Context: an optimization exercise on an open-source flow, tuned for small area, a short achievable clock period and few clock cycles per item. The choices shown serve that exercise and are no tape-out recipe. RTL that was checked went through simulation tests only; none was proved equivalent to the original.

Setup of cedar:
==> flow/design.v (excerpt) <==
module nr_div (
    input rstn,
    input clk,
    input [23:0] d,
    input in_valid,
    output in_ready,
    output reg [23:0] out,
    output reg out_valid,
    input out_ready
);
Settings: LEC_CHECK=0, CAP_MARGIN=20, CORE_MARGIN=2, CORE_UTILIZATION=40, CTS_BUF_LIST=sky130_fd_sc_hd__clkbuf_8, CTS_CLUSTER_SIZE=30, SETUP_SLACK_MARGIN=4.25, SLEW_MARGIN=20; clock period 8.0 ns.
standard.sh (not shown) runs the stock make flow with config.mk's settings and CLKGATE_MAP_FILE= SYNTH_SCRIPT=/design/flow/synth_recipe.tcl, a recipe that flattens the netlist after the stock synthesis.
==> flow/flow/run.sh <==
#!/bin/bash
# Standard layout, with one extra step between synthesis and floorplan:
# invopt.py re-polarises full and half adders and simple gates so that the
# netlist needs fewer inverters around them.  Registers are untouched.
set -euo pipefail
R=orfs/results/${FLOW_PLATFORM}/nr_div/base
export PYTHONHASHSEED=0
bash standard.sh synth > synth.log 2>&1
cp "$R/1_2_yosys.v" "$R/1_2_yosys.std.v"
python3 flow/invopt.py "$R/1_2_yosys.std.v" "$R/1_2_yosys.v" > invopt.log 2>&1
rm -f "$R/1_synth.odb" "$R/1_synth.sdc"
bash standard.sh > layout.log 2>&1
Other scripts of this flow, unchanged in this note and not shown: flow/flow/invopt.py
Every stage of the flow completed for cedar, and the final layout passed the timing, DRC and antenna checks.
Testbench counts of cedar, summed over its fixed seeds: cycles 2,128, items 2,048.
diff inputs: cedar => fjord
- clearing CTS_CLUSTER_SIZE, which used to be 30
- clearing CTS_BUF_LIST, which used to be sky130_fd_sc_hd__clkbuf_8
- swapping 4.25 for 4.0 in SETUP_SLACK_MARGIN
-- flow/flow/run.sh --
<<< cedar, line 6
R=orfs/results/${FLOW_PLATFORM}/nr_div/base
export PYTHONHASHSEED=0
bash standard.sh synth > synth.log 2>&1
>>> fjord, line 6
R=orfs/results/${FLOW_PLATFORM}/nr_div/base
bash standard.sh synth > synth.log 2>&1
[summary]
fjord: post-cts repair resize count is 66% lower than what cedar reported. fjord vs cedar — final layout net count dropped by a few percent. The run showing the smaller total met2 wirelength after detailed routing is fjord. On fjord: fraction of area in multi-input gates is 0.50 points higher than what cedar gave.

nr_div, a different RTL version from the one above (not shown whole).
For scale: ~3600 cells after synthesis, about 54 I/O pins.
Settings: LEC_CHECK=0, CAP_MARGIN=20, CORE_MARGIN=2, CORE_UTILIZATION=60, SETUP_SLACK_MARGIN=4.0, SLEW_MARGIN=20; clock period 8.0 ns.
==> flow/flow/run.sh <==
#!/bin/bash
# Standard layout, with one extra step between synthesis and floorplan:
# invopt.py re-polarises full and half adders so that the
# netlist needs fewer inverters around them.  Registers are untouched.
set -euo pipefail
R=orfs/results/${FLOW_PLATFORM}/nr_div/base
bash standard.sh synth > synth.log 2>&1
cp "$R/1_2_yosys.v" "$R/1_2_yosys.std.v"
python3 flow/invopt.py "$R/1_2_yosys.std.v" "$R/1_2_yosys.v" > invopt.log 2>&1
rm -f "$R/1_synth.odb" "$R/1_synth.sdc"
bash standard.sh > layout.log 2>&1
Other scripts of this flow, unchanged in this note and not shown: flow/flow/invopt.py
The starting point went through all stages and came out clean.
Change:
CORE_UTILIZATION = 40   (was 60)
Outcome:
- clock skew drops by 0.016 ns
- setup slack loses 0.061 ns
- routed wire length drops by 2.5%
- first-iteration DRC count drops by 14%
- final cell count climbs by 9.8%
- final area climbs by 2.0%
- area after synthesis stays the same
- die area climbs by 49%
- global-route usage drops by 9.5 points
- worst hold slack loses 0.0097 ns
- via count drops by 2.1%
No functional check of the RTL was part of any run of this note.

RTL: one of the versions met above, not the one the previous note started from.
For scale: ~4500 cells after synthesis, ~54 I/O pins, about 44000 sq um of cells after synthesis.
clock: 8.0 ns
lec_check: 0
abc_area: 1
cap_margin: 20
core_margin: 2
core_utilization: 40
setup_slack_margin: 4.0
slew_margin: 20
==> flow/flow/run.sh <==
#!/bin/bash
# Standard layout, with one extra step between synthesis and floorplan:
# invopt.py re-polarises full and half adders and simple gates so that the
# netlist needs fewer inverters around them.  Registers are untouched.
set -euo pipefail
R=orfs/results/${FLOW_PLATFORM}/nr_div/base
bash standard.sh synth > synth.log 2>&1
cp "$R/1_2_yosys.v" "$R/1_2_yosys.std.v"
python3 flow/invopt.py "$R/1_2_yosys.std.v" "$R/1_2_yosys.v" > invopt.log 2>&1
rm -f "$R/1_synth.odb" "$R/1_synth.sdc"
bash standard.sh > layout.log 2>&1
Other scripts of this flow, unchanged in this note and not shown: flow/flow/invopt.py
Testbench counts at the start, summed over its fixed seeds: cycles 2,128, items 2,048.
Edit:
Settings changed: ABC_AREA 1 to default, SETUP_SLACK_MARGIN 4.0 to 4.2.
Outcome: The new run ran to the end with no violations. Register-to-register slack barely changes. Count of clock-buffer cells in the layout fell by 1. Worst setup slack barely changes. Final area came out lower by 3.1%. Non-clock buffer count came out higher by 112. Via count falls by 16%. Wire length drops by 18%.

==> separate check: timing with driven ports <==
The results above use ideal ports. As a check the final layouts listed here were re-extracted and re-timed, cells and wires unchanged.
Step 1 sets driving cells, clkbuf_16 on the clock port and buf_2 on the other inputs (assumed; they add their load-dependent delay and slew).
Step 2 also shifts input and output timing later by t, the mid clock arrival at the registers, as if the neighbouring blocks saw the same clock.
Slacks: no drivers / after step 1 / after step 2; pairs: no drivers / after step 1.
run	shift t [ns]	setup WS [ns]	latest minus earliest clock arrival (ns)
cedar	0.782	4.064 / 4.064 / 3.863	0.052 / 0.053
fjord	0.702	3.936 / 3.936 / 3.698	0.033 / 0.033
the first run of note 2	0.701	4.068 / 4.068 / 3.842	0.056 / 0.056
the second run of note 2	0.673	4.008 / 4.008 / 4.008	0.042 / 0.042
the first run of note 3	0.688	4.056 / 4.056 / 3.913	0.030 / 0.029
the second run of note 3	0.705	4.054 / 4.054 / 3.920	0.047 / 0.047
After both steps every run listed still meets setup and hold. The setup slack of fjord, which loses most, moves by 0.000 ns with the drivers and by -0.238 ns with both steps.
